Source: an optimization exercise on an open RTL-to-GDS flow (aim: small area). Production flows keep margins and buffers that such runs may drop. Function was checked by simulation only, so behaviour that the tests miss may differ from the original. No driver is modelled on the clock port, so clock power and skew are understated where the tree is cut down; a real chip needs a root buffer or a tree. Power figures rest on the tool's default switching activity, not on a simulated workload.

**config.mk**
```make
export PLATFORM = sky130hd
export DESIGN_NAME = washingmachine_top
export DESIGN_NICKNAME = washingmachine_top
export VERILOG_FILES = /design/flow/design.v
export SDC_FILE = /design/flow/constraint.sdc
export NUM_CORES = 4
export LEC_CHECK = 0
export CAP_MARGIN = 20
export CORE_MARGIN = 2
export CORE_UTILIZATION = 40
export SLEW_MARGIN = 20
```
**constraint.sdc**
```tcl
create_clock -name core_clock -period 20.0 [get_ports {clk}]
set_input_delay 4.0000 -clock core_clock [delete_from_list [all_inputs] [get_ports {clk}]]
set_output_delay 4.0000 -clock core_clock [all_outputs]
set_load 0.01 [all_outputs]
```
**design.v**
```verilog
`timescale 1 ns / 1 ps
module washingmachine_top (
	clk,
	rst_n,
	i_start_n,
	i_water_full_n,
	i_acc_n,
	o_state,
	o_index_n,
	o_seg_n,
	o_lsb
);
input clk, rst_n;
input i_start_n;
input i_acc_n;
input i_water_full_n;
output [5:0] o_state;
output [3:0] o_index_n;
output [7:0] o_seg_n;
output [6:0] o_lsb;
reg [1:0] r4;    
reg [1:0] r3;    
reg [2:0] r5;    
reg h24;
reg h240;
wire odd   = r4[0] ^ r4[1];
wire r4is3 = r4[1] & ~r4[0];
wire r5is0 = ~r5[2] & ~r5[0];
wire r5is4 = r5[2] & ~r5[1];
wire t12   = r4is3 & r3[1];           
wire t120  = t12 & h24 & r5is4;       
always @(posedge clk or negedge rst_n) begin
	if (!rst_n) begin
		r4 <= 2'b00;
		r3 <= 2'b00;
		r5 <= 3'b000;
		h24 <= 1'b0;
		h240 <= 1'b0;
	end else begin
		r4 <= {r4[0], ~r4[1]};
		r3 <= {r3[0], ~(r3[0] | r3[1])};
		r5 <= {r5[1], r5[0], ~(r5[2] | r5[1])};
		h24 <= h24 ^ t12;
		h240 <= h240 ^ t120;
	end
end
wire scan = odd & r5is0;
reg clk_reg, clk_reg_d;
always @(posedge clk) begin
	clk_reg <= i_acc_n ? h240 : h24;
	clk_reg_d <= clk_reg;
end
wire tick = clk_reg & ~clk_reg_d;
reg [2:0] st;       
reg [3:0] t;        
reg [3:0] s1;       
reg [2:0] s10;      
reg [3:0] m;        
reg [1:0] p;        
reg [3:0] number;   
wire s_idle = (~st[2] & ~st[1]);
wire s_water = (~st[2] & st[1] & ~st[0]);
wire s_rinse = (~st[2] & st[1] & st[0]);
wire s_drain = (st[2] & ~st[1] & ~st[0]);
wire s_dry = (st[2] & ~st[1] & st[0]);
wire s_alert = (st[2] & st[1]);
wire run = (st[1] & st[0]) | (st[2]);
wire tw = (~st[2] & ~st[1] & st[0]) | (st[2] & st[1] & st[0]);
wire [2:0] st_nx;
assign st_nx[0] = (~pend & st[2] & st[0]) | (pend & ~st[1] & ~st[0]) | (st[2] & st[1] & st[0]) | (~pend & st[1] & st[0]) | (~pend & st[2] & st[1]) | (~pend & ~i_water_full_n & st[1]);
assign st_nx[1] = (~pend & st[1]) | (pend & ~st[1] & st[0]) | (~pend & ~i_start_n & ~st[2]);
assign st_nx[2] = (~pend & st[2]) | (pend & ~st[2]) | (st[2] & ~st[1]);
wire t9 = (t[3] & t[0]);
wire pend = (t[3] & t[1]);
wire s19 = (s1[3] & s1[0]);
wire s105 = (s10[2] & s10[0]);
wire s10is3 = (s10[1] & s10[0]);
wire s10is1 = (~s10[2] & ~s10[1] & s10[0]);
wire m10 = (m[3] & m[1]);
wire m5 = (m[2] & ~m[1] & m[0]);
wire at_limit = (s_rinse & m10) | (s_drain & s10is3) | (s_dry & m5) | (s_alert & s10is1);
wire clr = ~run | (tick & at_limit);
wire c1 = tick & t9;
wire c2 = c1 & s19;
wire c3 = c2 & s105;
wire [3:0] t_nx;
assign t_nx[0] = (~at_limit & tick & run & ~t[0]) | (~tick & run & t[0]);
assign t_nx[1] = (at_limit & tick & run) | (tick & run & ~t[3] & ~t[1] & t[0]) | (run & ~t[3] & t[1] & ~t[0]) | (~tick & run & ~t[3] & t[1]);
assign t_nx[2] = (tick & run & ~t[2] & t[1] & t[0]) | (~tick & run & t[2]) | (run & t[2] & ~t[1]) | (run & t[2] & ~t[0]);
assign t_nx[3] = (at_limit & tick & run) | (run & t[3] & ~t[1] & ~t[0]) | (tick & run & t[2] & t[1] & t[0]) | (~tick & run & t[3] & ~t[1]);
wire [3:0] s1_nx;
assign s1_nx[0] = (c1 & ~clr & ~s1[0]) | (~c1 & ~clr & s1[0]);
assign s1_nx[1] = (c1 & ~clr & ~s1[3] & ~s1[1] & s1[0]) | (~c1 & ~clr & s1[1]) | (~clr & s1[1] & ~s1[0]);
assign s1_nx[2] = (c1 & ~clr & ~s1[2] & s1[1] & s1[0]) | (~c1 & ~clr & s1[2]) | (~clr & s1[2] & ~s1[1]) | (~clr & s1[2] & ~s1[0]);
assign s1_nx[3] = (~c1 & ~clr & s1[3]) | (~clr & s1[3] & ~s1[0]) | (c1 & ~clr & s1[2] & s1[1] & s1[0]);
wire [2:0] s10_nx;
assign s10_nx[0] = (c2 & ~clr & ~s10[0]) | (~c2 & ~clr & s10[0]);
assign s10_nx[1] = (~clr & s10[1] & ~s10[0]) | (c2 & ~clr & ~s10[2] & ~s10[1] & s10[0]) | (~c2 & ~clr & s10[1]);
assign s10_nx[2] = (~clr & s10[2] & ~s10[0]) | (c2 & ~clr & s10[1] & s10[0]) | (~c2 & ~clr & s10[2]);
wire [3:0] m_nx;
assign m_nx[0] = (~c3 & ~clr & m[0]) | (c3 & ~clr & ~m[3] & ~m[0]) | (c3 & ~clr & ~m[1] & ~m[0]);
assign m_nx[1] = (c3 & ~clr & ~m[1] & m[0]) | (~c3 & ~clr & m[1]) | (~clr & ~m[3] & m[1] & ~m[0]);
assign m_nx[2] = (c3 & ~clr & ~m[2] & m[1] & m[0]) | (~c3 & ~clr & m[2]) | (~clr & m[2] & ~m[1]) | (~clr & m[2] & ~m[0]);
assign m_nx[3] = (~clr & m[3] & ~m[1]) | (~c3 & ~clr & m[3]) | (c3 & ~clr & m[2] & m[1] & m[0]);
wire [3:0] d_s10;
assign d_s10[0] = (s10[0]);
assign d_s10[1] = (s10[1]);
assign d_s10[2] = (s10[2]);
assign d_s10[3] = 1'b0;
wire [3:0] d_m0;
assign d_m0[0] = (m[0]);
assign d_m0[1] = (~m[3] & m[1]);
assign d_m0[2] = (m[2]);
assign d_m0[3] = (m[3] & ~m[1]);
wire [3:0] d_m1;
assign d_m1[0] = (m[3] & m[1]);
assign d_m1[1] = 1'b0;
assign d_m1[2] = 1'b0;
assign d_m1[3] = 1'b0;
wire started = (~number[3]) | (~number[1]);
wire [1:0] pn = started ? {p[0], ~p[1]} : 2'b00;
wire [3:0] index = {4{started}} & {p == 2'b10, p == 2'b11, p == 2'b01, p == 2'b00};
wire [3:0] num_nx = (pn == 2'b00) ? s1 : (pn == 2'b01) ? d_s10 : (pn == 2'b11) ? d_m0 : d_m1;
wire [6:0] seg_t;
assign seg_t[0] = (t[2] & ~t[1]) | (t[3] & ~t[1]) | (~t[3] & ~t[2] & t[1]) | (t[2] & ~t[0]);
assign seg_t[1] = (~t[1] & ~t[0]) | (t[3]) | (t[2] & ~t[1]) | (t[2] & ~t[0]);
assign seg_t[2] = (~t[2] & ~t[0]) | (t[1] & ~t[0]);
assign seg_t[3] = (~t[2] & ~t[0]) | (t[3]) | (~t[2] & t[1]) | (t[2] & ~t[1] & t[0]) | (t[1] & ~t[0]);
assign seg_t[4] = (~t[1]) | (t[3]) | (t[0]) | (t[2]);
assign seg_t[5] = (~t[2]) | (~t[1] & ~t[0]) | (t[1] & t[0]);
assign seg_t[6] = (~t[2] & ~t[0]) | (t[1]) | (t[3]) | (t[2] & t[0]);
wire [6:0] seg_n;
assign seg_n[0] = (number[2] & ~number[1]) | (number[3] & ~number[1]) | (~number[3] & ~number[2] & number[1]) | (number[2] & ~number[0]);
assign seg_n[1] = (~number[1] & ~number[0]) | (number[3]) | (number[2] & ~number[1]) | (number[2] & ~number[0]);
assign seg_n[2] = (~number[2] & ~number[0]) | (number[1] & ~number[0]);
assign seg_n[3] = (~number[2] & ~number[0]) | (number[3]) | (~number[2] & number[1]) | (number[2] & ~number[1] & number[0]) | (number[1] & ~number[0]);
assign seg_n[4] = (~number[1]) | (number[3]) | (number[0]) | (number[2]);
assign seg_n[5] = (~number[2]) | (~number[1] & ~number[0]) | (number[1] & number[0]);
assign seg_n[6] = (~number[2] & ~number[0]) | (number[1]) | (number[3]) | (number[2] & number[0]);
always @(posedge clk or negedge rst_n) begin
	if (!rst_n) begin
		st <= 3'd0;
		t <= 4'd0;
		number <= 4'd10;
	end else begin
		st <= st_nx;
		t <= t_nx;
		if (scan)
			number <= num_nx;
	end
end
always @(posedge clk)
	if (scan)
		p <= pn;
always @(posedge clk) begin
	s1 <= s1_nx;
	s10 <= s10_nx;
	m <= m_nx;
end
assign o_state = ~{s_alert, s_dry, s_drain, s_rinse, s_water, s_idle};
assign o_index_n = ~index;
assign o_lsb = ~seg_t;
assign o_seg_n = ~{seg_n, index[0] & (~tw | h240)};
endmodule
```
**flow/run.sh**
```bash
#!/bin/bash
# Own layout flow: the standard layout (standard.sh) with these changes:
#  - synthesis runs flow/synth.tcl: the standard synthesis script with an
#    area-oriented abc script and no half/full adder cell extraction
#    (registers, their names and cell types are unchanged);
#  - port buffers are the smallest buffer cell (buf_1);
#  - clock tree synthesis uses the arguments in flow/cts_args (no dummy loads).
# Each tool's output goes to a log file in this folder (own_flow.log, and
# ORFS's own logs under orfs/logs).
set -euo pipefail
W=$(pwd)
CTS_ARGS=$(cat flow/cts_args)
sed -e "s#SYNTH_SCRIPT=[^ ]*synth_recipe.tcl#SYNTH_SCRIPT=$W/flow/synth.tcl 'BUFFER_PORTS_ARGS=-buffer_cell sky130_fd_sc_hd__buf_1' 'CTS_ARGS=$CTS_ARGS'#" standard.sh > own_standard.sh
grep -q "SYNTH_SCRIPT=$W/flow/synth.tcl" own_standard.sh
bash own_standard.sh > own_flow.log 2>&1
```
**flow/area.abc**
```
strash
&get -n
&deepsyn -T 60
&dch -f
&nf -a -R 1000
&put
topo
```
**flow/cts_args**
```
-sink_clustering_enable -repair_clock_nets -buf_list sky130_fd_sc_hd__clkbuf_4 -dont_use_dummy_load
```
**flow/synth.tcl**
```tcl
proc synth {args} { yosys synth -nofsm -noshare {*}$args }
proc extract_fa {args} { puts "own flow: extract_fa skipped, adders go to abc" }
set ::own_abc_script [file join [file dirname [file normalize [info script]]] area.abc]
proc abc {args} {
  set i [lsearch -exact $args -script]
  if {$i >= 0} {
    set args [lreplace $args $i [expr {$i + 1}] -script $::own_abc_script]
  }
  puts "own flow: abc $args"
  yosys abc {*}$args
}
source $::env(SCRIPTS_DIR)/synth.tcl
# left out here: clear keep_hierarchy, flatten, clean up, hide names made inside functions, write 1_2_yosys.v
```
**standard.sh**
```bash
#!/bin/bash
# synth_recipe.tcl (not shown) runs the flow's synth.tcl, then flattens the netlist and writes it again
# the make line also repeats each setting of config.mk as NAME=value (left out here)
make -C /OpenROAD-flow-scripts/flow DESIGN_CONFIG=/design/flow/config.mk WORK_HOME=/design/flow/orfs CLKGATE_MAP_FILE= SYNTH_SCRIPT=/design/flow/synth_recipe.tcl "${@:-finish}"
```
==> results of run 1 <==
==> stage by stage <==
stage,hold slack (ns),instances
3_5_place_dp,0.337,257
5_1_grt,0.368,263
6_report,0.353,263
3_3_place_gp,0.336,257
2_1_floorplan,0.324,180
4_1_cts,0.354,262
==> worst reg2reg max path, cell delays in order (launching register included) <==
cell and delay [ns]:
dfxtp_1 0.33, nor2b_1 0.26, and2_0 0.34, and3_1 0.32
and3_1 0.34, and3_1 0.26, and3_1 0.19, a21oi_1 0.05
nor2_1 0.08
==> layout make-up <==
| cell class | instances | area, µm² |
|---|---|---|
| fill | 379 | 1950 |
| clock buffer | 5 | 37.5 |
| multi-input combinational | 134 | 721 |
| inverter | 11 | 41.3 |
| timing repair buffer | 30 | 115 |
| sequential | 35 | 823 |
| tap | 48 | 60.1 |
==> cells by family (layout without fill, tap and decap cells) <==
family,after synthesis,after routing
buffers and inverters,11,46
xor gates and xnor gates,5,5
AOI/OAI and AO/OA,41,41
DFF,35,35
and+or+nand+nor,87,87
muxes,1,1
==> power groups by stage <==
stage / registers, mW / logic, mW / clock network [mW]
4_1_cts: 0.0893 / 0.0589 / 0.0339
3_3_place_gp: 0.0898 / 0.0572 / 0
6_report: 0.0895 / 0.0580 / 0.0325
5_1_grt: 0.0913 / 0.0659 / 0.0372
2_1_floorplan: 0.0876 / 0.0409 / 0
3_5_place_dp: 0.0908 / 0.0584 / 0
==> layer usage <==
layer  vias to the layer above  part of all wire [%]  wire length [µm]  global-route usage [%]
met5                         -                     0                 0                       0
met2                        30                    50              1690                    29.6
met3                         7                   3.9               132                    5.24
met4                         0                   1.8                62                    8.93
met1                       635                    45              1520                    19.9
li1                        702                     -                 -                       -
==> how the worst max path moves through the flow <==
stage | start | to | slack, ns | cells after the start
global placement | number[1]$_DFFE_PN1P_ | o_seg_n[4] | 14.68 | 5
CTS | number[1]$_DFFE_PN1P_ | o_seg_n[4] | 14.19 | 5
detailed placement | number[1]$_DFFE_PN1P_ | o_seg_n[4] | 14.56 | 5
global route | number[1]$_DFFE_PN1P_ | o_seg_n[4] | 14.05 | 5
floorplan | number[1]$_DFFE_PN1P_ | o_seg_n[4] | 14.59 | 4
finish | number[1]$_DFFE_PN1P_ | o_seg_n[4] | 14.21 | 5
==> placed cells by master, fill, tap and decap left out, drive strengths merged, types with 2 or more instances in the layout <==
cell    synthesis  layout
buf             0      28
nor2           27      27
a21oi          19      19
dfrtp          18      18
nand2          17      17
dfxtp          13      13
clkinv         11      11
nor3           10      10
nand3           7       7
o21ai           7       7
clkbuf          0       7
and3            5       5
nor2b           4       4
and2            4       4
nand3b          4       4
or2             3       3
xnor2           3       3
a22oi           3       3
a31oi           3       3
a21o            2       2
a211o           2       2
nand2b          2       2
nor3b           2       2
xor2            2       2
dfstp           2       2
edfxtp          2       2
==> impl_metrics.py, run 1 <==
metrics = {
    "clock_network": {
        "clkTransAtPathRegs_ns": 0.10,
        "cts_sinks": 35,
        "clockBufferDepth": 2,
        "cts_setup_buffers": 0,
        "cts.repair.resized": 0,
        "clk_latency_ns": 0.33,
        "cts_tree": "yes",
        "cts_buffers": 5,
        "cts-root-buf": "clkbuf_4",
        "ctsHoldBuffers": 0,
        "htree_levels": 2,
    },
    "timing": {
        "setup_viol": 0,
        "setup_tns_ns": 0,
        "slew_headroom_pct": 61.6,
        "layout_setup_ws_ns": 14.21,
        "final_max_slew_viol_count": 0,
        "period_needed_ns": 5.79,
        "finalCritPeriodShare_pct": 28.9,
        "hold_violations": 0,
        "max_freq_mhz": 173,
        "rsz0062_at_grt": "false",
        "tightest_slew_ns": 0.572,
        "fin_skew_ns": 0.0129,
    },
    "pwr": {
        "combPwrFrac_pct": 32.2,
        "total_power_mw": 0.180,
        "seqPwrFrac_pct": 49.7,
        "vdd_drop_max_v": 0.0000771,
        "leakagePower_nw": 0.715,
        "clkPwrFrac_pct": 18.1,
        "swShare_pct": 38.3,
        "p_int_mw": 0.111,
        "cellPowerDensity_nw_per_um2": 100,
        "p_switching_mw": 0.0690,
    },
    "worst_setup_path": {
        "worstPathBufferInverterCount": 1,
        "endpoint_kind": "output port",
        "max_stage_delay_ns": 0.60,
        "cp-start-kind": "register",
        "reg2reg_to": "m[3]$_DFF_P_",
        "crit_required_ns": 16.00,
        "path_cells": "a21boi_0, nor2b_1, nor3_1, a21o_1, buf_1",
        "crit_type": "register to output port",
        "crit_path_max_fanout": 8,
        "rr_startpoint": "clk_reg$_DFF_P_",
        "reg2reg_setup_slack_ns": 17.77,
        "cp_data_arrival_time_ns": 1.79,
        "cp_slowest_cell": "dfstp_2",
        "reg2reg_depth": 8,
        "path_delay_family": "flip-flops",
    },
    "hold_path": {
        "hp-class": "register to register",
        "min_from": "clk_reg$_DFF_P_",
        "min_path_cells": 0,
        "holdPathEnd": "clk_reg_d$_DFF_P_",
    },
    "grt": {
        "grt_pass1_vias": 1310,
        "antenna_found_initial": 0,
        "grt_use_total_pct": 17.5,
        "grt_max_degree": 21,
        "overflow": 0,
        "grt_pass1_wl_um": 5800,
    },
    "floorplanning": {
        "initial_core_util_pct": 42.3,
        "die_area_um2": 4480,
        "core_area_um2": 3740,
        "die_h_um": 67.0,
        "io_pins": 30,
        "die_x_um": 67.0,
        "rows": 22,
    },
    "synthesis": {
        "synth_area_leaders": "dfrtp_1 28%, dfxtp_1 16%, nor2_1 6.4%",
        "syn_inst": 180,
        "synthArstFlopShare_pct": 57.1,
        "synth-simple-area-share_pct": 26.5,
        "yosys.area.top_type_share_pct": 28.4,
        "ys_ff_latch": 35,
        "synth_nets": 185,
        "synth_compound_area_share_pct": 15.5,
        "ys_seq_area_share_pct": 51.9,
        "synth_commonest_cells": "27 x nor2_1, 19 x a21oi_1, 18 x dfrtp_1",
        "synthAdderAreaFrac_pct": 0,
        "synthXorXnorAreaFrac_pct": 2.76,
        "synth_top_family_by_area": "simple AND/OR/NAND/NOR gates",
        "yosys.area.top_type": "dfrtp_1",
        "yosysMostFrequentCell": "nor2_1",
        "synth_edf_count": 2,
        "muxShareOfSynthArea_pct": 0.710,
        "syn_area_per_cell_um2": 8.81,
        "synth_ff_type": "dfrtp_1",
        "yosys_warnings": 1,
        "netlist_area_um2": 1590,
        "synth.distinct_cells": 32,
    },
    "finish": {
        "fin_util_pct": 48.0,
        "diodes": 0,
        "nets": 222,
        "drive_above_1_share_pct": 4.19,
        "stdcell_area_um2": 1800,
        "areaGrowthSynthToFinish_pct": 13.4,
    },
    "flow_run": {
        "max_cap_viol_count": 0,
    },
    "placed_design": {
        "dp_hpwl_um": 2590,
        "dpl_cell_area_um2": 1750,
        "io_buffers": 29,
        "dp_slack_ns": 14.56,
        "place_congestion": 0.800,
    },
    "routing": {
        "wl_um": 3400,
        "via_per_inst": 5.22,
        "postRouteAntennaNets": 0,
        "wire_per_inst_um": 12.9,
        "first_pass_iters": 4,
        "drt_iter0_markers": 41,
        "route.detailed.drc": 0,
        "via_count": 1374,
    },
    "run_status": {
        "status": "finished clean",
    },
}
==> run 2: changes to the inputs <==
--- a/design.v
+++ b/design.v
@@ -62,12 +62,12 @@
 wire s_water = (~st[2] & st[1] & ~st[0]);
-wire s_rinse = (~st[2] & st[1] & st[0]);
+wire s_rinse = (st[2] & st[1] & ~st[0]);
 wire s_drain = (st[2] & ~st[1] & ~st[0]);
 wire s_dry = (st[2] & ~st[1] & st[0]);
-wire s_alert = (st[2] & st[1]);
+wire s_alert = (st[1] & st[0]);
 wire run = (st[1] & st[0]) | (st[2]);
-wire tw = (~st[2] & ~st[1] & st[0]) | (st[2] & st[1] & st[0]);
+wire tw = (~st[2] & st[0]);
 wire [2:0] st_nx;
-assign st_nx[0] = (~pend & st[2] & st[0]) | (pend & ~st[1] & ~st[0]) | (st[2] & st[1] & st[0]) | (~pend & st[1] & st[0]) | (~pend & st[2] & st[1]) | (~pend & ~i_water_full_n & st[1]);
+assign st_nx[0] = (pend & ~st[1]) | (~st[2] & st[1] & st[0]) | (~pend & st[2] & st[0]);
 assign st_nx[1] = (~pend & st[1]) | (pend & ~st[1] & st[0]) | (~pend & ~i_start_n & ~st[2]);
-assign st_nx[2] = (~pend & st[2]) | (pend & ~st[2]) | (st[2] & ~st[1]);
+assign st_nx[2] = (~i_water_full_n & st[1] & ~st[0]) | (st[2] & ~st[1]) | (st[2] & ~st[0]);
 wire t9 = (t[3] & t[0]);
@@ -78,4 +78,4 @@
 wire s10is1 = (~s10[2] & ~s10[1] & s10[0]);
-wire m10 = (m[3] & m[1]);
-wire m5 = (m[2] & ~m[1] & m[0]);
+wire m10 = (m[3] & m[2]);
+wire m5 = (~m[3] & m[2] & ~m[1] & m[0]);
 wire at_limit = (s_rinse & m10) | (s_drain & s10is3) | (s_dry & m5) | (s_alert & s10is1);
@@ -100,6 +100,6 @@
 wire [3:0] m_nx;
-assign m_nx[0] = (~c3 & ~clr & m[0]) | (c3 & ~clr & ~m[3] & ~m[0]) | (c3 & ~clr & ~m[1] & ~m[0]);
-assign m_nx[1] = (c3 & ~clr & ~m[1] & m[0]) | (~c3 & ~clr & m[1]) | (~clr & ~m[3] & m[1] & ~m[0]);
-assign m_nx[2] = (c3 & ~clr & ~m[2] & m[1] & m[0]) | (~c3 & ~clr & m[2]) | (~clr & m[2] & ~m[1]) | (~clr & m[2] & ~m[0]);
-assign m_nx[3] = (~clr & m[3] & ~m[1]) | (~c3 & ~clr & m[3]) | (c3 & ~clr & m[2] & m[1] & m[0]);
+assign m_nx[0] = (c3 & ~clr & ~m[0]) | (~c3 & ~clr & m[0]) | (c3 & ~clr & m[3] & ~m[2]);
+assign m_nx[1] = (c3 & ~clr & ~m[3] & ~m[1] & m[0]) | (~c3 & ~clr & m[1]) | (~clr & m[1] & ~m[0]);
+assign m_nx[2] = (c3 & ~clr & ~m[2] & m[1] & m[0]) | (~c3 & ~clr & m[2]) | (c3 & ~clr & m[3] & ~m[2] & m[0]) | (~clr & ~m[3] & m[2] & ~m[1]) | (~clr & m[2] & ~m[0]);
+assign m_nx[3] = (c3 & ~clr & m[2] & m[1] & m[0]) | (~clr & m[3] & ~m[2]) | (~c3 & ~clr & m[3]);
 wire [3:0] d_s10;
@@ -110,8 +110,8 @@
 wire [3:0] d_m0;
-assign d_m0[0] = (m[0]);
-assign d_m0[1] = (~m[3] & m[1]);
-assign d_m0[2] = (m[2]);
-assign d_m0[3] = (m[3] & ~m[1]);
+assign d_m0[0] = (~m[3] & m[0]) | (~m[2] & m[0]);
+assign d_m0[1] = (m[1]);
+assign d_m0[2] = (~m[3] & m[2]);
+assign d_m0[3] = (m[3] & ~m[2]);
 wire [3:0] d_m1;
-assign d_m1[0] = (m[3] & m[1]);
+assign d_m1[0] = (m[3] & m[2]);
 assign d_m1[1] = 1'b0;
@@ -121,2 +121,5 @@
 wire [1:0] pn = started ? {p[0], ~p[1]} : 2'b00;
+wire [1:0] p_nx;
+assign p_nx[0] = (~scan & p[0]) | (started & scan & ~p[1]);
+assign p_nx[1] = (~scan & p[1]) | (started & scan & p[0]);
 wire [3:0] index = {4{started}} & {p == 2'b10, p == 2'b11, p == 2'b01, p == 2'b00};
@@ -152,4 +155,3 @@
 always @(posedge clk)
-	if (scan)
-		p <= pn;
+	p <= p_nx;
 always @(posedge clk) begin
==> flow/abc_c2s1.abc (new file) <==
strash
&get -n
&deepsyn -T 60 -S 1
&dch -f
&nf -a -R 1000
&put
topo
==> flow/abc_c2s2.abc (new file) <==
strash
&get -n
&deepsyn -T 60 -S 2
&dch -f
&nf -a -R 1000
&put
topo
==> flow/abc_d3s1.abc (new file) <==
strash
&get -n
&deepsyn -T 60 -S 1
&dch -f
&nf -a -R 1000
&put
strash
&get -n
&dch -f
&nf -a -R 1000
&put
topo
==> flow/abc_d3s2.abc (new file) <==
strash
&get -n
&deepsyn -T 60 -S 2
&dch -f
&nf -a -R 1000
&put
strash
&get -n
&dch -f
&nf -a -R 1000
&put
topo
==> flow/synth.tcl (replaced) <==
proc synth {args} { yosys synth -nofsm -noshare {*}$args }
proc extract_fa {args} { puts "own flow: extract_fa skipped, adders go to abc" }
set ::own_dir [file dirname [file normalize [info script]]]
proc own_area {libs} {
  set s [tee -q -s result.string stat {*}$libs]
  if {[regexp {Chip area for (?:module|top module) [^:]*:\s*([0-9.]+)} $s -> a]} { return $a }
  return 1e18
}
proc abc {args} {
  set i [lsearch -exact $args -script]
  set libs {}
  for {set j 0} {$j < [llength $args]} {incr j} {
    if {[lindex $args $j] eq "-liberty"} { lappend libs -liberty [lindex $args [expr {$j + 1}]] }
  }
  design -save own_pre_abc
  set best 1e18
  foreach script [lsort [glob [file join $::own_dir abc_*.abc]]] {
    design -load own_pre_abc
    set a2 [lreplace $args $i [expr {$i + 1}] -script $script]
    puts "own flow: abc $a2"
    yosys abc {*}$a2
    set a [own_area $libs]
    puts "own flow: [file tail $script] area $a"
    if {$a < $best} { set best $a; design -save own_best_abc }
  }
  design -load own_best_abc
  puts "own flow: kept abc result with area $best"
}
source $::env(SCRIPTS_DIR)/synth.tcl
# left out here: clear keep_hierarchy, flatten, clean up, hide names made inside functions, write 1_2_yosys.v
--- a/config.mk
+++ b/config.mk
@@ -7,5 +7,5 @@
 export LEC_CHECK = 0
-export CAP_MARGIN = 20
+export CAP_MARGIN = 0
 export CORE_MARGIN = 2
-export CORE_UTILIZATION = 40
-export SLEW_MARGIN = 20
+export CORE_UTILIZATION = 60
+export SLEW_MARGIN = 0
removed: flow/area.abc
==> run 2 against run 1 <==
- still clean on timing, DRC and antenna
- die area shrank 32%
- setup slack better by 0.037 ns
- register-to-register slack worse by 0.23 ns
- core utilization increased by 22 points
- global-route usage is 7.6 points higher
- combinational power down 16%
- clock power about the same
- sequential cell count unchanged
- hold slack worse by 0.0023 ns
- largest cell class unchanged
- highest routed layer unchanged
==> impl_metrics.py, run 2 <==
metrics = {
    "timing": {
        "setup_viol": 0,
        "fin_skew_ns": 0.0101,
        "slew_headroom_pct": 24.0,
        "tightest_slew_ns": 1.14,
        "setup_tns_ns": 0,
        "rsz0062_at_grt": "false",
        "final_max_slew_viol_count": 0,
        "period_needed_ns": 5.75,
        "max_freq_mhz": 174,
        "hold_violations": 0,
        "finalCritPeriodShare_pct": 28.8,
    },
    "worst_setup_path": {
        "max_stage_delay_ns": 0.44,
        "cp-start-kind": "register",
        "worstPathBufferInverterCount": 1,
        "crit_type": "register to output port",
        "cp_slowest_cell": "dfrtp_1",
        "crit_path_max_fanout": 6,
        "path_cells": "a21boi_0, nor2b_1, and3b_1, a21o_1, buf_1",
        "crit_required_ns": 16.00,
        "cp_data_arrival_time_ns": 1.75,
        "cp-startpoint": "number[2]$_DFFE_PN0P_",
        "endpoint_kind": "output port",
        "rr_startpoint": "clk_reg$_DFF_P_",
        "path_delay_family": "compound AO/OA/AOI/OAI gates",
    },
    "routing": {
        "via_per_inst": 5.85,
        "wire_per_inst_um": 14.1,
        "wl_um": 3390,
        "route.detailed.drc": 0,
        "postRouteAntennaNets": 0,
        "first_pass_iters": 4,
        "drt_iter0_markers": 35,
        "via_count": 1409,
    },
    "finish": {
        "final_cells": 241,
        "mostFrequentLayoutCell": "buf_1",
        "areaGrowthSynthToFinish_pct": 11.8,
        "drive_above_1_share_pct": 3.32,
        "diodes": 0,
        "final_cell_mix": "29 x buf_1, 25 x nor2_1, 22 x nand2_1, 18 x dfrtp_1, 16 x a21oi_1",
        "nets": 218,
    },
    "synthesis": {
        "netlist_area_um2": 1560,
        "synth_nets": 182,
        "yosys_warnings": 1,
        "synth_ff_type": "dfrtp_1",
        "ys_ff_latch": 35,
        "yosys.area.top_type": "dfrtp_1",
        "synth.distinct_cells": 37,
        "yosys.area.top_type_share_pct": 28.8,
        "ys_seq_area_share_pct": 51.4,
        "synth_area_leaders": "dfrtp_1 29%, dfxtp_1 19%, nor2_1 6.0%",
        "synth_commonest_cells": "25 x nor2_1, 22 x nand2_1, 18 x dfrtp_1",
        "synthArstFlopShare_pct": 57.1,
        "syn_inst": 177,
        "synth_edf_count": 0,
        "yosysMostFrequentCell": "nor2_1",
        "syn_area_per_cell_um2": 8.83,
    },
    "pwr": {
        "cellPowerDensity_nw_per_um2": 96.1,
        "vdd_drop_max_v": 0.000101,
        "leakagePower_nw": 0.712,
    },
    "clock_network": {
        "clockBufferDepth": 2,
        "cts-root-buf": "clkbuf_4",
        "clkTransAtPathRegs_ns": 0.10,
        "cts_setup_buffers": 0,
        "htree_levels": 2,
        "ctsHoldBuffers": 0,
        "cts_buffers": 5,
        "cts.repair.resized": 0,
        "cts_sinks": 35,
        "clk_latency_ns": 0.32,
        "cts_tree": "yes",
    },
    "run_status": {
        "status": "finished clean",
    },
    "grt": {
        "grt_pass1_wl_um": 5330,
        "grt_pass1_vias": 1213,
        "overflow": 0,
        "antenna_found_initial": 0,
        "grt_max_degree": 21,
        "grt_use_total_pct": 25.1,
    },
    "floorplanning": {
        "initial_core_util_pct": 63.1,
        "io_pins": 30,
        "die_area_um2": 3030,
        "core_area_um2": 2480,
        "die_x_um": 55.0,
        "die_h_um": 55.0,
        "rows": 18,
    },
    "flow_run": {
        "max_cap_viol_count": 0,
    },
    "placed_design": {
        "io_buffers": 29,
        "post-place-cells": 236,
        "place_congestion": 0.836,
        "dp_hpwl_um": 2470,
    },
    "hold_path": {
        "hp-class": "register to register",
        "min_from": "clk_reg$_DFF_P_",
    },
}
-- run 2: final timing paths --
path	cells after the start	slack, ns	endpoint
setup / recovery	5	14.25	o_seg_n[4]
min in group asynchronous	1	3.87	number[2]$_DFFE_PN0P_
max in group asynchronous	1	15.44	t[0]$_DFF_PN0_
setup reg to reg	9	17.54	m[2]$_DFF_P_
hold reg to reg	0	0.35	clk_reg_d$_DFF_P_
hold / removal	0	0.35	clk_reg_d$_DFF_P_
-- run 2: routing by layer --
layer	global-route usage (%)	part of all wire [%]
met1	32.1	46
met2	40.9	48
met3	7.53	4.8
met4	8.13	0.86
met5	0	0
-- run 2: per-stage QoR --
step / util [%] / total power [mW] / hold slack, ns / instance area, µm² / setup slack, ns
floorplan: - / 0.119 / 0.324 / 1560 / 14.64
global placement: 69.0 / 0.134 / 0.332 / 1710 / 14.69
detailed placement: 69.0 / 0.136 / 0.332 / 1710 / 14.62
CTS: 70.5 / 0.168 / 0.353 / 1750 / 14.24
global route: 70.5 / 0.179 / 0.367 / 1750 / 14.12
finish: 70.5 / 0.168 / 0.351 / 1750 / 14.25
-- run 2: cell families (layout without fill, tap and decap cells) --
family,Yosys count,in the layout,synth area share [%]
DFF,35,35,51.4
muxes,1,1,0.641
AOI/OAI and AO/OA,41,41,16.8
buffers and inverters,8,42,1.92
and+or+nand+nor,88,88,27.0
xor gates and xnor gates,4,4,2.24
-- run 2: worst register-to-register path: stages (launching register included) --
cell,delay [ns]
dfxtp_1,0.33
nor2b_1,0.22
and2_0,0.34
and3_1,0.33
and3_1,0.31
and2_0,0.30
nand2_1,0.11
nor2_1,0.19
xnor2_1,0.15
nor2_1,0.05
-- run 2: final cells by class --
class	count	area [µm²]
Timing Repair Buffer	29	109
Clock buffer	5	37.5
Tap cell	30	37.5
Multi-Input combinational cell	134	729
Inverter	8	30.0
Fill cell	214	731
Sequential cell	35	803
-- run 2: power by group --
group          switching (mW)  total, mW  internal, mW
sequential             0.0106     0.0869        0.0763
clock                  0.0204     0.0322        0.0117
combinational          0.0305     0.0488        0.0183
total                  0.0616      0.168         0.106
==> run 3: changes to the inputs <==
--- a/config.mk
+++ b/config.mk
@@ -7,5 +7,5 @@
 export LEC_CHECK = 0
-export CAP_MARGIN = 0
+export CAP_MARGIN = 20
 export CORE_MARGIN = 2
-export CORE_UTILIZATION = 60
-export SLEW_MARGIN = 0
+export CORE_UTILIZATION = 40
+export SLEW_MARGIN = 20
==> run 3 against run 2 <==
- wire length fell by 4.7%
- largest cell class unchanged
- design area rose by 1.4%
- still clean on timing, DRC and antenna
- critical path type unchanged
- cell count rose by 7.5%
==> impl_metrics.py, run 3 <==
metrics = {
    "worst_setup_path": {
        "endpoint_kind": "output port",
        "crit_path_max_fanout": 6,
        "crit_required_ns": 16.00,
        "reg2reg_depth": 9,
        "cp_data_arrival_time_ns": 1.74,
        "crit_type": "register to output port",
        "cp-start-kind": "register",
    },
    "clock_network": {
        "cts.repair.resized": 0,
        "htree_levels": 2,
        "cts-root-buf": "clkbuf_4",
        "ctsHoldBuffers": 0,
        "clkTransAtPathRegs_ns": 0.09,
        "clockBufferDepth": 2,
        "cts_tree": "yes",
        "clk_latency_ns": 0.33,
        "cts_buffers": 5,
        "cts_setup_buffers": 0,
        "cts_sinks": 35,
    },
    "hold_path": {
        "min_path_cells": 0,
        "hp-class": "register to register",
    },
    "synthesis": {
        "synth.distinct_cells": 37,
        "yosys.area.top_type_share_pct": 28.8,
        "yosysMostFrequentCell": "nor2_1",
        "syn_area_per_cell_um2": 8.83,
        "syn_inst": 177,
        "synth_area_leaders": "dfrtp_1 29%, dfxtp_1 19%, nor2_1 6.0%",
        "synth_top_family_by_area": "simple AND/OR/NAND/NOR gates",
        "yosys.area.top_type": "dfrtp_1",
        "synth_commonest_cells": "25 x nor2_1, 22 x nand2_1, 18 x dfrtp_1",
        "ys_seq_area_share_pct": 51.4,
        "ys_ff_latch": 35,
        "synth_edf_count": 0,
        "muxShareOfSynthArea_pct": 0.641,
        "synthXorXnorAreaFrac_pct": 2.24,
        "netlist_area_um2": 1560,
        "yosys_warnings": 1,
        "synth_compound_area_share_pct": 16.8,
        "synth_ff_type": "dfrtp_1",
        "synth_nets": 182,
        "synthAdderAreaFrac_pct": 0,
        "synth-simple-area-share_pct": 27.0,
        "synthArstFlopShare_pct": 57.1,
    },
    "flow_run": {
        "max_cap_viol_count": 0,
    },
    "grt": {
        "grt_pass1_vias": 1323,
        "grt_use_total_pct": 17.0,
        "antenna_found_initial": 0,
        "overflow": 0,
        "grt_max_degree": 21,
        "grt_pass1_wl_um": 5620,
    },
    "finish": {
        "diodes": 0,
        "areaGrowthSynthToFinish_pct": 13.3,
        "fin_util_pct": 47.6,
        "drive_above_1_share_pct": 3.79,
        "final_cells": 259,
        "nets": 218,
        "final_cell_mix": "28 x buf_1, 25 x nor2_1, 22 x nand2_1, 18 x dfrtp_1, 16 x a21oi_1",
        "fill_cells": 377,
        "seqCellArea_um2": 803,
        "multi_input_area_um2": 729,
        "mostFrequentLayoutCell": "buf_1",
    },
    "timing": {
        "layout_setup_ws_ns": 14.26,
        "final_max_slew_viol_count": 0,
        "finalCritPeriodShare_pct": 28.7,
        "setup_tns_ns": 0,
        "slew_headroom_pct": 66.3,
        "period_needed_ns": 5.74,
        "hold_violations": 0,
        "max_freq_mhz": 174,
        "tightest_slew_ns": 0.506,
        "fin_skew_ns": 0.0127,
        "rsz0062_at_grt": "false",
        "setup_viol": 0,
    },
    "routing": {
        "wl_um": 3230,
        "drt_iter0_markers": 57,
        "first_pass_iters": 4,
        "via_count": 1390,
        "route.detailed.drc": 0,
        "via_per_inst": 5.37,
        "postRouteAntennaNets": 0,
        "wire_per_inst_um": 12.5,
    },
    "floorplanning": {
        "rows": 22,
        "die_h_um": 66.5,
        "die_x_um": 66.5,
        "core_area_um2": 3720,
        "io_pins": 30,
        "initial_core_util_pct": 42.1,
        "die_area_um2": 4420,
    },
    "placed_design": {
        "dp_hpwl_um": 2490,
        "io_buffers": 29,
        "place_congestion": 0.788,
        "dp_slack_ns": 14.61,
        "post-place-cells": 254,
    },
    "pwr": {
        "vdd_drop_max_v": 0.0000399,
        "cellPowerDensity_nw_per_um2": 94.1,
        "leakagePower_nw": 0.715,
    },
    "run_status": {
        "status": "finished clean",
    },
}
run 3: path summary, 6_finish.rpt:
check	slack, ns	from	to
max in group asynchronous	16.01	rst_n	number[1]$_DFFE_PN1P_
worst max-delay path	14.26	number[2]$_DFFE_PN0P_	o_seg_n[4]
worst max register to register	17.59	clk_reg$_DFF_P_	m[2]$_DFF_P_
worst min register to register	0.36	clk_reg$_DFF_P_	clk_reg_d$_DFF_P_
min in group asynchronous	3.62	rst_n	r3[0]$_DFF_PN0_
worst min-delay path	0.36	clk_reg$_DFF_P_	clk_reg_d$_DFF_P_
run 3: final cells by class:
cell class	count	area share, %
tap	48	3.39
clock buffer	5	2.12
sequential	35	45.4
timing repair buffer	29	6.22
inverter	8	1.70
multi-input combinational	134	41.2
run 3: layer usage:
| layer | GRT usage, % | vias up | wire [µm] | share of wire [%] |
|---|---|---|---|---|
| met2 | 28.9 | 27 | 1670 | 52 |
| li1 | - | 698 | - | - |
| met5 | 0 | - | 0 | 0 |
| met4 | 5.36 | 0 | 25 | 0.77 |
| met1 | 19.3 | 661 | 1400 | 43 |
| met3 | 6.93 | 4 | 134 | 4.2 |
run 3: report_power, final:
part / internal (mW) / switching [mW] / total, mW / leakage [nW]
sequential: 0.0763 / 0.00958 / 0.0859 / 0.366
clock: 0.0117 / 0.0201 / 0.0318 / 0.0230
combinational: 0.0183 / 0.0306 / 0.0489 / 0.326
run 3: cell families (layout without fill, tap and decap cells):
group	after synthesis	count (layout)
simple gates	88	88
compound gates	41	41
flops	35	35
buf+inv	8	42
xor+xnor	4	4
mux	1	1
run 3: critical path: stages, from the launching register on:
cell,delay [ns]
dfrtp_1,0.43
a21boi_0,0.32
nor2b_1,0.20
and3b_1,0.20
a21o_1,0.15
buf_1,0.12
run 3: stage by stage:
step | hold slack [ns] | total power [mW] | instance area [µm²]
global route | 0.370 | 0.181 | 1770
floorplan | 0.324 | 0.119 | 1560
detailed placement | 0.341 | 0.137 | 1730
finish | 0.356 | 0.167 | 1770
CTS | 0.358 | 0.169 | 1770
global placement | 0.331 | 0.134 | 1730
==> run 4: changes to the inputs <==
==> flow/run.sh (replaced) <==
#!/bin/bash
# Own layout flow: the standard layout (standard.sh) with these changes:
#  - synthesis runs flow/synth.tcl: the standard synthesis script with
#    area-oriented abc scripts (flow/abc_*.abc, the smallest result is kept)
#    and no half/full adder cell extraction (registers, their names and cell
#    types are unchanged);
#  - port buffers are the smallest buffer cell (buf_1);
set -euo pipefail
W=$(pwd)
CTS_ARGS=$(cat flow/cts_args)
sed -e "s#SYNTH_SCRIPT=[^ ]*synth_recipe.tcl#SYNTH_SCRIPT=$W/flow/synth.tcl 'BUFFER_PORTS_ARGS=-buffer_cell sky130_fd_sc_hd__buf_1' 'CTS_ARGS=$CTS_ARGS' POST_CTS_TCL=$W/flow/post_cts.tcl#" standard.sh > own_standard.sh
grep -q "SYNTH_SCRIPT=$W/flow/synth.tcl" own_standard.sh
bash own_standard.sh > own_flow.log 2>&1
==> flow/post_cts.tcl (new file) <==
set block [ord::get_db_block]
set root [$block findInst clkbuf_0_clk]
if {$root ne "NULL" && $root ne ""} {
  set in_net [[$root findITerm A] getNet]
  set out_net [[$root findITerm X] getNet]
  set loads {}
  foreach it [$out_net getITerms] {
    if {[[$it getInst] getName] ne [$root getName]} { lappend loads $it }
  }
  if {[llength $loads] <= 4 && [llength [$in_net getITerms]] == 1} {
    foreach it $loads { $it disconnect; $it connect $in_net }
    odb::dbInst_destroy $root
    odb::dbNet_destroy $out_net
    puts "own flow: removed clock root buffer, clock port drives [llength $loads] leaf buffers"
  } else {
    puts "own flow: clock root buffer kept ([llength $loads] loads)"
  }
}
--- a/config.mk
+++ b/config.mk
@@ -7,5 +7,5 @@
 export LEC_CHECK = 0
-export CAP_MARGIN = 20
+export CAP_MARGIN = 5
 export CORE_MARGIN = 2
 export CORE_UTILIZATION = 40
-export SLEW_MARGIN = 20
+export SLEW_MARGIN = 5
==> run 4 against run 3 <==
- sequential power is essentially flat
- non-clock buffer count is the same
- wire length shrank 0.59%
- sequential share of layout area grew 0.23 points
- synthesized cell count is the same
- fmax grew 3.0%
- hold slack is essentially flat
- global-route usage shrank 0.65 points
- critical path depth is the same
- first-iteration DRC count grew 5.3%
- highest routed layer is now met3
==> impl_metrics.py, run 4 <==
metrics = {
    "worst_setup_path": {
        "path_cells": "a21boi_0, nor2b_1, and3b_1, a21o_1, buf_1",
        "cp_slowest_cell": "dfrtp_1",
        "reg2reg_setup_slack_ns": 17.60,
        "crit_required_ns": 16.00,
        "max_stage_delay_ns": 0.43,
        "cp-start-kind": "register",
        "endpoint_kind": "output port",
        "crit_type": "register to output port",
        "cp_data_arrival_time_ns": 1.57,
        "crit_path_max_fanout": 6,
    },
    "synthesis": {
        "ys_seq_area_share_pct": 51.4,
        "synth.distinct_cells": 37,
        "synth_nets": 182,
        "synthArstFlopShare_pct": 57.1,
        "synth_ff_type": "dfrtp_1",
        "yosys_warnings": 1,
        "synth_area_leaders": "dfrtp_1 29%, dfxtp_1 19%, nor2_1 6.0%",
        "yosys.area.top_type": "dfrtp_1",
        "yosysMostFrequentCell": "nor2_1",
        "ys_ff_latch": 35,
        "netlist_area_um2": 1560,
        "syn_inst": 177,
        "synthXorXnorAreaFrac_pct": 2.24,
        "synth_commonest_cells": "25 x nor2_1, 22 x nand2_1, 18 x dfrtp_1",
        "syn_area_per_cell_um2": 8.83,
        "muxShareOfSynthArea_pct": 0.641,
        "yosys.area.top_type_share_pct": 28.8,
        "synthAdderAreaFrac_pct": 0,
        "synth_compound_area_share_pct": 16.8,
        "synth-simple-area-share_pct": 27.0,
        "synth_edf_count": 0,
        "synth_top_family_by_area": "simple AND/OR/NAND/NOR gates",
    },
    "floorplanning": {
        "die_area_um2": 4420,
        "rows": 22,
        "initial_core_util_pct": 42.1,
        "die_h_um": 66.5,
        "io_pins": 30,
        "die_x_um": 66.5,
        "core_area_um2": 3720,
    },
    "grt": {
        "grt_use_met1_pct": 19.3,
        "grtUsageMet2_pct": 28.9,
        "grt_use_met3_pct": 4.90,
        "overflow": 0,
        "grt_max_degree": 21,
        "antenna_found_initial": 0,
        "top_usage_layer": "met2",
        "grt_use_total_pct": 16.3,
        "grt_pass1_vias": 1304,
        "grt_pass1_wl_um": 5560,
    },
    "routing": {
        "postRouteAntennaNets": 0,
        "wire_per_inst_um": 12.4,
        "first_pass_iters": 4,
        "via_count": 1375,
        "via_per_inst": 5.33,
        "wl_um": 3210,
        "route.detailed.drc": 0,
        "drt_iter0_markers": 60,
    },
    "placed_design": {
        "io_buffers": 29,
        "dp_hpwl_um": 2490,
        "place_congestion": 0.788,
    },
    "timing": {
        "final_max_slew_viol_count": 0,
        "slew_headroom_pct": 27.7,
        "max_freq_mhz": 179,
        "setup_tns_ns": 0,
        "fin_skew_ns": 0.0124,
        "period_needed_ns": 5.57,
        "setup_viol": 0,
        "finalCritPeriodShare_pct": 27.9,
        "rsz0062_at_grt": "false",
        "tightest_slew_ns": 1.08,
        "hold_violations": 0,
    },
    "run_status": {
        "status": "finished clean",
    },
    "flow_run": {
        "max_cap_viol_count": 0,
    },
    "finish": {
        "final_cell_mix": "29 x buf_1, 25 x nor2_1, 22 x nand2_1, 18 x dfrtp_1, 16 x a21oi_1",
        "drive_above_1_share_pct": 2.86,
        "nets": 217,
        "seqCellArea_um2": 803,
        "diodes": 0,
        "fill_cells": 378,
        "areaGrowthSynthToFinish_pct": 12.7,
        "mostFrequentLayoutCell": "buf_1",
        "multi_input_area_um2": 729,
    },
    "pwr": {
        "total_power_mw": 0.161,
        "vdd_drop_max_v": 0.0000401,
        "leakagePower_nw": 0.707,
        "cellPowerDensity_nw_per_um2": 91.4,
    },
    "clock_network": {
        "clk_latency_ns": 0.16,
        "clkTransAtPathRegs_ns": 0.09,
        "cts_sinks": 35,
    },
    "hold_path": {
        "hp-class": "register to register",
    },
}
## run 4: kinds of logic after synthesis
logic type,Yosys count
AO/OA/AOI/OAI,41
XOR/XNOR,4
buffers and inverters,8
flip-flops,35
multiplexers,1
AND/OR/NAND/NOR,88
## run 4: power by group
| part | internal (mW) | switching, mW |
|---|---|---|
| logic | 0.0183 | 0.0306 |
| clock network | 0.00957 | 0.0167 |
| registers | 0.0763 | 0.00961 |
| total | 0.104 | 0.0569 |
## run 4: stage by stage
step | area (µm²) | util [%] | instances | hold WS, ns | setup WS, ns
after floorplan | 1560 | - | 177 | 0.324 | 14.64
after detailed placement | 1730 | 46.6 | 254 | 0.341 | 14.61
after global placement | 1730 | 46.6 | 254 | 0.331 | 14.68
after global routing | 1760 | 47.4 | 258 | 0.370 | 14.29
final | 1760 | 47.4 | 258 | 0.356 | 14.43
## run 4: cell type report
class	instances	area share [%]
clock buffer	4	1.70
tap	48	3.41
multi-input combinational	134	41.4
inverter	8	1.70
timing repair buffer	29	6.18
sequential	35	45.6
## run 4: final timing paths
kind                                          end                   from  cells past startpoint
worst max register to register       m[2]$_DFF_P_        clk_reg$_DFF_P_                      9
min in group asynchronous         r3[0]$_DFF_PN0_                  rst_n                      1
worst max-delay path                   o_seg_n[4]  number[2]$_DFFE_PN0P_                      5
worst min register to register  clk_reg_d$_DFF_P_        clk_reg$_DFF_P_                      0
worst min-delay path            clk_reg_d$_DFF_P_        clk_reg$_DFF_P_                      0
max in group asynchronous           h24$_DFF_PN0_                  rst_n                      1
## run 4: worst max-delay path: cells and delay by family (launching register included)
family / cells / cell delay (ns)
simple gates: 2 / 0.40
buf+inv: 1 / 0.12
flops: 1 / 0.43
compound gates: 2 / 0.47
## run 4: per-layer routing
| metal | routed length [µm] | part of all wire, % |
|---|---|---|
| met3 | 87 | 2.7 |
| met2 | 1690 | 53 |
| met5 | 0 | 0 |
| met1 | 1430 | 44 |
| met4 | 0 | 0 |
==> run 5: changes to the inputs <==
==> flow/abc_c2s3.abc (new file) <==
strash
&get -n
&deepsyn -T 60 -S 3
&dch -f
&nf -a -R 1000
&put
topo
==> flow/abc_c2s4.abc (new file) <==
strash
&get -n
&deepsyn -T 60 -S 4
&dch -f
&nf -a -R 1000
&put
topo
==> flow/abc_d3s3.abc (new file) <==
strash
&get -n
&deepsyn -T 60 -S 3
&dch -f
&nf -a -R 1000
&put
strash
&get -n
&dch -f
&nf -a -R 1000
&put
topo
==> flow/abc_d3s4.abc (new file) <==
strash
&get -n
&deepsyn -T 60 -S 4
&dch -f
&nf -a -R 1000
&put
strash
&get -n
&dch -f
&nf -a -R 1000
&put
topo
==> run 5 against run 4 <==
- still clean
- core utilization grew 0.067 points
- die area shrank 0.30%
- via count shrank 1.5%
- wire length grew 2.3%
- critical endpoint is now o_lsb[3]
- largest cell class unchanged
==> impl_metrics.py, run 5 <==
metrics = {
    "synthesis": {
        "yosys.area.top_type_share_pct": 28.9,
        "synth.distinct_cells": 33,
        "synth_area_leaders": "dfrtp_1 29%, dfxtp_1 19%, nor2_1 6.5%",
        "ys_ff_latch": 35,
        "netlist_area_um2": 1560,
        "synth_commonest_cells": "27 x nor2_1, 18 x dfrtp_1, 18 x nand2_1",
        "synth_ff_type": "dfrtp_1",
        "yosysMostFrequentCell": "nor2_1",
        "syn_area_per_cell_um2": 8.75,
        "yosys_warnings": 1,
        "synth_nets": 183,
        "yosys.area.top_type": "dfrtp_1",
        "synth_edf_count": 0,
        "syn_inst": 178,
        "ys_seq_area_share_pct": 51.6,
        "synthArstFlopShare_pct": 57.1,
    },
    "routing": {
        "via_count": 1354,
        "first_pass_iters": 4,
        "wire_per_inst_um": 12.6,
        "drt_iter0_markers": 52,
        "route.detailed.drc": 0,
        "wl_um": 3280,
        "postRouteAntennaNets": 0,
        "via_per_inst": 5.21,
    },
    "finish": {
        "final_cell_mix": "29 x buf_1, 27 x nor2_1, 18 x nand2_1, 18 x dfrtp_1, 16 x o21ai_0",
        "fin_util_pct": 47.5,
        "stdcell_area_um2": 1760,
        "nets": 219,
        "mostFrequentLayoutCell": "buf_1",
        "areaGrowthSynthToFinish_pct": 13.3,
        "drive_above_1_share_pct": 3.30,
        "fill_cells": 357,
        "diodes": 0,
    },
    "timing": {
        "tightest_slew_ns": 1.11,
        "max_freq_mhz": 180,
        "finalCritPeriodShare_pct": 27.8,
        "slew_headroom_pct": 26.1,
        "hold_violations": 0,
        "setup_tns_ns": 0,
        "fin_skew_ns": 0.0254,
        "period_needed_ns": 5.56,
        "final_max_slew_viol_count": 0,
        "rsz0062_at_grt": "false",
        "setup_viol": 0,
    },
    "floorplanning": {
        "core_area_um2": 3720,
        "die_area_um2": 4410,
        "io_pins": 30,
        "die_h_um": 66.4,
        "die_x_um": 66.4,
        "initial_core_util_pct": 41.9,
        "rows": 22,
    },
    "worst_setup_path": {
        "endpoint_kind": "output port",
        "critical_path.most_common_cell": "nor2_1",
        "reg2reg_setup_slack_ns": 17.56,
        "cp_slowest_cell": "dfrtp_1",
        "max_stage_delay_ns": 0.48,
        "crit_type": "register to output port",
        "path_delay_family": "simple AND/OR/NAND/NOR gates",
        "crit_required_ns": 16.00,
        "worstPathBufferInverterCount": 1,
        "cp-start-kind": "register",
        "crit_path_max_fanout": 11,
        "path_cells": "nor2_1, nor2_1, nor4_1, a21o_1, buf_1",
        "cp_data_arrival_time_ns": 1.56,
    },
    "pwr": {
        "seqPwrFrac_pct": 52.2,
        "combPwrFrac_pct": 32.3,
        "leakagePower_nw": 0.689,
        "p_int_mw": 0.108,
        "cellPowerDensity_nw_per_um2": 98.1,
        "swShare_pct": 37.6,
        "p_switching_mw": 0.0651,
        "clkPwrFrac_pct": 15.4,
        "vdd_drop_max_v": 0.0000582,
    },
    "placed_design": {
        "dp_hpwl_um": 2490,
        "place_congestion": 0.814,
        "dpl_cell_area_um2": 1730,
        "io_buffers": 29,
    },
    "grt": {
        "grt_pass1_wl_um": 5630,
        "antenna_found_initial": 0,
        "grt_use_total_pct": 16.6,
        "grt_max_degree": 21,
        "overflow": 0,
        "grt_pass1_vias": 1257,
    },
    "hold_path": {
        "hp-class": "register to register",
    },
    "run_status": {
        "status": "finished clean",
    },
    "clock_network": {
        "clk_latency_ns": 0.17,
        "clkTransAtPathRegs_ns": 0.11,
        "cts_sinks": 35,
    },
    "flow_run": {
        "max_cap_viol_count": 0,
    },
}
[run 5: worst paths after layout]
path	startpoint	end	depth (start not counted)
worst min-delay path	clk_reg$_DFF_P_	clk_reg_d$_DFF_P_	0
worst min register to register	clk_reg$_DFF_P_	clk_reg_d$_DFF_P_	0
worst max-delay path	t[1]$_DFF_PN0_	o_lsb[3]	5
max in group asynchronous	rst_n	t[3]$_DFF_PN0_	1
min in group asynchronous	rst_n	r5[2]$_DFF_PN0_	1
worst max register to register	clk_reg$_DFF_P_	m[2]$_DFF_P_	9
[run 5: power groups by stage]
stage,Clock (mW),Sequential [mW],Combinational (mW)
after floorplan,0,0.0886,0.0385
after global placement,0,0.0906,0.0548
after detailed placement,0,0.0916,0.0562
after global routing,0.0301,0.0919,0.0639
final,0.0267,0.0904,0.0559
[run 5: stage by stage]
step / total power, mW / worst slack, ns / cells / hold WS (ns)
after floorplan: 0.127 / 14.64 / 178 / 0.324
after global placement: 0.145 / 14.77 / 256 / 0.340
after detailed placement: 0.148 / 14.62 / 256 / 0.337
after global routing: 0.186 / 14.30 / 260 / 0.376
final: 0.173 / 14.44 / 260 / 0.360
[run 5: area by class of cell]
class / count / area (µm²) / area share, %
Sequential cell: 35 / 803 / 45.5
Multi-Input combinational cell: 135 / 724 / 41.1
Timing Repair Buffer: 30 / 116 / 6.60
Tap cell: 48 / 60.1 / 3.40
Clock buffer: 4 / 30.0 / 1.70
Inverter: 8 / 30.0 / 1.70
[run 5: cells by family (layout without fill, tap and decap cells)]
family / Yosys count / count (layout) / synth area share [%]
DFF: 35 / 35 / 51.6
AOI/OAI and AO/OA: 47 / 47 / 17.7
xor gates and xnor gates: 3 / 3 / 1.69
buffers and inverters: 8 / 42 / 1.93
muxes: 2 / 2 / 1.45
and+or+nand+nor: 83 / 83 / 25.7
[run 5: worst register-to-register path, stage by stage (launching register included)]
cell and delay, ns:
dfxtp_1 0.34, nor2b_1 0.24, and2_0 0.35, and3_1 0.36, and3_1 0.30, and2_0 0.28, nand2_1 0.11, nor2_1 0.16
xnor2_1 0.14, nor2_1 0.05
[run 5: layer usage]
layer  part of all wire, %  GRT usage [%]
met1                    46           20.7
met2                    48           27.9
met3                   4.3           3.75
met4                   1.2           6.38
met5                     0              0
==> run 6: changes to the inputs <==
--- a/config.mk
+++ b/config.mk
@@ -10,2 +10,3 @@
 export CORE_UTILIZATION = 40
+export GPL_TIMING_DRIVEN = 0
 export SLEW_MARGIN = 5
==> run 6 against run 5 <==
- combinational power shrank 1%
- hold slack gained 0.0013 ns
- via count shrank 0.22%
- first-iteration DRC count grew 50%
- power is essentially flat
- setup slack gained 0.072 ns
- sequential cell count is the same
- non-clock buffer count shrank 1
- area after synthesis is the same
- core utilization shrank 0.20 points
- sequential power is essentially flat
- critical path type unchanged
==> impl_metrics.py, run 6 <==
metrics = {
    "run_status": {
        "status": "finished clean",
    },
    "worst_setup_path": {
        "critical_path.most_common_cell": "nand2_1",
        "max_stage_delay_ns": 0.52,
        "worstPathBufferInverterCount": 1,
        "reg2reg_depth": 9,
        "path_delay_family": "simple AND/OR/NAND/NOR gates",
        "endpoint_kind": "output port",
        "crit_cells": 6,
        "cp_data_arrival_time_ns": 1.49,
        "crit_type": "register to output port",
        "path_cells": "nand2_1, nand2_1, nor2_1, nor4_1, a21o_1, buf_1",
        "cp-start-kind": "register",
        "cp_slowest_cell": "dfrtp_1",
        "crit_required_ns": 16.00,
        "reg2reg_setup_slack_ns": 17.56,
        "crit_path_max_fanout": 11,
    },
    "synthesis": {
        "ys_ff_latch": 35,
        "syn_area_per_cell_um2": 8.75,
        "synth_area_leaders": "dfrtp_1 29%, dfxtp_1 19%, nor2_1 6.5%",
        "netlist_area_um2": 1560,
        "synth_edf_count": 0,
        "synth_commonest_cells": "27 x nor2_1, 18 x dfrtp_1, 18 x nand2_1",
        "synth_nets": 183,
        "syn_inst": 178,
        "yosysMostFrequentCell": "nor2_1",
        "yosys.area.top_type": "dfrtp_1",
        "synth.distinct_cells": 33,
        "yosys_warnings": 1,
        "synth_ff_type": "dfrtp_1",
        "synthArstFlopShare_pct": 57.1,
        "yosys.area.top_type_share_pct": 28.9,
        "ys_seq_area_share_pct": 51.6,
    },
    "timing": {
        "rsz0062_at_grt": "false",
        "finalCritPeriodShare_pct": 27.4,
        "fin_skew_ns": 0.0357,
        "period_needed_ns": 5.49,
        "hold-worst-slack_ns": 0.362,
        "setup_tns_ns": 0,
        "slew_headroom_pct": 22.0,
        "max_freq_mhz": 182,
        "tightest_slew_ns": 1.16,
        "hold_violations": 0,
        "final_max_slew_viol_count": 0,
        "setup_viol": 0,
    },
    "routing": {
        "wire_per_inst_um": 12.6,
        "drt_iter0_markers": 78,
        "via_per_inst": 5.22,
        "postRouteAntennaNets": 0,
        "first_pass_iters": 4,
        "route.detailed.drc": 0,
        "via_count": 1351,
        "wl_um": 3270,
    },
    "pwr": {
        "vdd_drop_max_v": 0.0000752,
        "cellPowerDensity_nw_per_um2": 98.4,
        "leakagePower_nw": 0.685,
        "total_power_mw": 0.173,
    },
    "floorplanning": {
        "core_area_um2": 3720,
        "io_pins": 30,
        "die_area_um2": 4410,
        "die_x_um": 66.4,
        "initial_core_util_pct": 41.9,
        "die_h_um": 66.4,
        "rows": 22,
    },
    "finish": {
        "final_cell_mix": "29 x buf_1, 27 x nor2_1, 18 x nand2_1, 18 x dfrtp_1, 16 x o21ai_0",
        "areaGrowthSynthToFinish_pct": 12.8,
        "nets": 218,
        "mostFrequentLayoutCell": "buf_1",
        "fin_util_pct": 47.3,
        "diodes": 0,
        "fill_cells": 382,
        "drive_above_1_share_pct": 2.84,
    },
    "placed_design": {
        "io_buffers": 29,
        "dp_hpwl_um": 2490,
        "place_congestion": 0.803,
    },
    "grt": {
        "grt_pass1_wl_um": 5690,
        "grt_use_total_pct": 16.6,
        "grt_max_degree": 21,
        "grt_pass1_vias": 1244,
        "antenna_found_initial": 0,
        "overflow": 0,
    },
    "hold_path": {
        "min_path_cells": 0,
        "hp-class": "register to register",
    },
    "clock_network": {
        "cts_sinks": 35,
        "clk_latency_ns": 0.18,
        "clkTransAtPathRegs_ns": 0.12,
    },
    "flow_run": {
        "max_cap_viol_count": 0,
    },
}
run 6: final timing paths:
kind | start | endpoint
max | t[1]$_DFF_PN0_ | o_lsb[3]
min | clk_reg$_DFF_P_ | clk_reg_d$_DFF_P_
max reg2reg | clk_reg$_DFF_P_ | m[2]$_DFF_P_
min reg2reg | clk_reg$_DFF_P_ | clk_reg_d$_DFF_P_
max in group asynchronous | rst_n | t[0]$_DFF_PN0_
min in group asynchronous | rst_n | r5[1]$_DFF_PN0_
run 6: cell type report:
class                   instances  area, µm²  area share, %
clock buffers                   4       30.0           1.71
inverters                       8       30.0           1.71
well taps                      48       60.1           3.42
repair buffers                 29        109           6.20
multi-input cells             135        724           41.2
flip-flops and latches         35        803           45.7
run 6: where the power goes:
| group | internal (mW) | switching, mW | leakage (nW) | total [mW] |
|---|---|---|---|---|
| logic | 0.0207 | 0.0346 | 0.302 | 0.0553 |
| clock network | 0.00958 | 0.0174 | 0.0184 | 0.0270 |
| registers | 0.0778 | 0.0129 | 0.365 | 0.0907 |
| total | 0.108 | 0.0649 | 0.685 | 0.173 |
run 6: kinds of logic (layout without fill, tap and decap cells):
group | count (synthesis) | in the layout | synth area share [%]
AOI/OAI and AO/OA | 47 | 47 | 17.7
xor gates and xnor gates | 3 | 3 | 1.69
buffers and inverters | 8 | 41 | 1.93
DFF | 35 | 35 | 51.6
muxes | 2 | 2 | 1.45
and+or+nand+nor | 83 | 83 | 25.7
run 6: metrics by stage:
stage / instance area [µm²] / setup slack, ns / instances
finish: 1760 / 14.51 / 259
global route: 1760 / 14.37 / 259
detailed placement: 1730 / 14.69 / 255
global placement: 1730 / 14.74 / 255
floorplan: 1560 / 14.64 / 178
run 6: layer usage:
layer  part of all wire, %  global-route usage (%)
met5                     0                       0
met4                   1.1                    5.36
met3                   3.4                    3.58
met2                    48                    28.2
met1                    48                    20.8
==> run 7: changes to the inputs <==
--- a/config.mk
+++ b/config.mk
@@ -11,2 +11,3 @@
 export GPL_TIMING_DRIVEN = 0
+export PLACE_DENSITY = 0.85
 export SLEW_MARGIN = 5
==> run 7 against run 6 <==
- non-clock buffer count is the same
- core utilization is the same
- sequential power grew 0.6%
- hold slack lost 0.0085 ns
- global-route usage down 0.62 points
- synthesized cell count stayed put
- still clean on timing, DRC and antenna
- count of clock-buffer cells in the layout did not move
- via count down 0.30%
- register-to-register slack gained 0.09 ns
- critical path type unchanged
==> impl_metrics.py, run 7 <==
metrics = {
    "run_status": {
        "status": "finished clean",
    },
    "synthesis": {
        "yosys.area.top_type_share_pct": 28.9,
        "muxShareOfSynthArea_pct": 1.45,
        "yosysMostFrequentCell": "nor2_1",
        "ys_seq_area_share_pct": 51.6,
        "synth_ff_type": "dfrtp_1",
        "synth_compound_area_share_pct": 17.7,
        "synthArstFlopShare_pct": 57.1,
        "synth.distinct_cells": 33,
        "netlist_area_um2": 1560,
        "synthXorXnorAreaFrac_pct": 1.69,
        "synthAdderAreaFrac_pct": 0,
        "synth_edf_count": 0,
        "synth_commonest_cells": "27 x nor2_1, 18 x dfrtp_1, 18 x nand2_1",
        "yosys.area.top_type": "dfrtp_1",
        "syn_area_per_cell_um2": 8.75,
        "ys_ff_latch": 35,
        "synth-simple-area-share_pct": 25.7,
        "synth_nets": 183,
        "yosys_warnings": 1,
        "syn_inst": 178,
        "synth_area_leaders": "dfrtp_1 29%, dfxtp_1 19%, nor2_1 6.5%",
        "synth_top_family_by_area": "simple AND/OR/NAND/NOR gates",
    },
    "finish": {
        "drive_above_1_share_pct": 2.84,
        "final_cell_mix": "29 x buf_1, 27 x nor2_1, 18 x nand2_1, 18 x dfrtp_1",
        "fill_cells": 366,
        "nets": 218,
        "areaGrowthSynthToFinish_pct": 12.8,
        "final_cells": 259,
        "fin_util_pct": 47.3,
        "diodes": 0,
        "stdcell_area_um2": 1760,
        "mostFrequentLayoutCell": "buf_1",
    },
    "floorplanning": {
        "initial_core_util_pct": 41.9,
        "io_pins": 30,
        "die_h_um": 66.4,
        "die_x_um": 66.4,
        "core_area_um2": 3720,
        "rows": 22,
        "die_area_um2": 4410,
    },
    "timing": {
        "rsz0062_at_grt": "false",
        "hold_violations": 0,
        "max_freq_mhz": 181,
        "period_needed_ns": 5.54,
        "tightest_slew_ns": 1.04,
        "slew_headroom_pct": 30.3,
        "setup_tns_ns": 0,
        "layout_setup_ws_ns": 14.46,
        "hold-worst-slack_ns": 0.353,
        "finalCritPeriodShare_pct": 27.7,
        "final_max_slew_viol_count": 0,
        "setup_viol": 0,
        "fin_skew_ns": 0.0139,
    },
    "grt": {
        "overflow": 0,
        "grt_use_total_pct": 16.0,
        "grt_max_degree": 21,
        "grt_pass1_vias": 1323,
        "grt_pass1_wl_um": 5460,
        "antenna_found_initial": 0,
    },
    "worst_setup_path": {
        "cp_slowest_cell": "dfstp_2",
        "crit_type": "register to output port",
        "path_cells": "a21oi_1, nor2b_1, o21ai_0, buf_1",
        "path_delay_family": "compound AO/OA/AOI/OAI gates",
        "max_stage_delay_ns": 0.40,
        "endpoint_kind": "output port",
        "cp-start-kind": "register",
        "crit_required_ns": 16.00,
        "cp_data_arrival_time_ns": 1.54,
        "worstPathBufferInverterCount": 1,
        "crit_path_max_fanout": 6,
    },
    "placed_design": {
        "post-place-cells": 255,
        "dpl_cell_area_um2": 1730,
        "dp_slack_ns": 14.66,
        "place_congestion": 0.849,
        "dp_hpwl_um": 2360,
        "io_buffers": 29,
    },
    "pwr": {
        "combPwrFrac_pct": 31.8,
        "cellPowerDensity_nw_per_um2": 98.1,
        "leakagePower_nw": 0.685,
        "vdd_drop_max_v": 0.0000665,
        "p_switching_mw": 0.0644,
        "total_power_mw": 0.172,
        "seqPwrFrac_pct": 52.9,
        "clkPwrFrac_pct": 15.2,
        "p_int_mw": 0.108,
        "swShare_pct": 37.4,
    },
    "routing": {
        "route.detailed.drc": 0,
        "via_per_inst": 5.20,
        "first_pass_iters": 4,
        "wl_um": 3190,
        "via_count": 1347,
        "drt_iter0_markers": 71,
        "postRouteAntennaNets": 0,
        "wire_per_inst_um": 12.3,
    },
    "clock_network": {
        "clkTransAtPathRegs_ns": 0.10,
        "cts_sinks": 35,
        "clk_latency_ns": 0.16,
    },
    "hold_path": {
        "hp-class": "register to register",
    },
    "flow_run": {
        "max_cap_viol_count": 0,
    },
}
run 7: logic make-up (layout without fill, tap and decap cells):
| kind of cell | after synthesis | in the layout |
|---|---|---|
| multiplexers | 2 | 2 |
| AO/OA/AOI/OAI | 47 | 47 |
| flip-flops | 35 | 35 |
| buffers and inverters | 8 | 41 |
| AND/OR/NAND/NOR | 83 | 83 |
| XOR/XNOR | 3 | 3 |
run 7: area by class of cell:
class / instances / area (µm²) / area share [%]
inverters: 8 / 30.0 / 1.71
clock buffers: 4 / 30.0 / 1.71
well taps: 48 / 60.1 / 3.42
repair buffers: 29 / 109 / 6.20
multi-input cells: 135 / 724 / 41.2
flip-flops and latches: 35 / 803 / 45.7
run 7: final timing paths:
| check | start | endpoint | slack [ns] | cells after the start |
|---|---|---|---|---|
| setup / recovery | number[3]$_DFFE_PN1P_ | o_seg_n[0] | 14.46 | 4 |
| hold / removal | clk_reg$_DFF_P_ | clk_reg_d$_DFF_P_ | 0.35 | 0 |
| setup reg to reg | clk_reg$_DFF_P_ | m[2]$_DFF_P_ | 17.65 | 9 |
| hold reg to reg | clk_reg$_DFF_P_ | clk_reg_d$_DFF_P_ | 0.35 | 0 |
| max in group asynchronous | rst_n | number[0]$_DFFE_PN0P_ | 15.37 | 1 |
| min in group asynchronous | rst_n | r5[2]$_DFF_PN0_ | 3.99 | 1 |
run 7: power groups by stage:
stage               sequential [mW]  clock, mW  combinational [mW]
finish                       0.0912     0.0262              0.0549
global route                 0.0927     0.0294              0.0617
detailed placement           0.0921          0              0.0553
global placement             0.0915          0              0.0539
floorplan                    0.0886          0              0.0385
run 7: routing by layer:
layer  vias to the layer above  wire length, µm  GRT usage, %
li1                        692                -             -
met1                       628             1430          18.9
met2                        25             1610          27.9
met3                         2              119          2.73
met4                         0               36          7.65
met5                         -                0             0
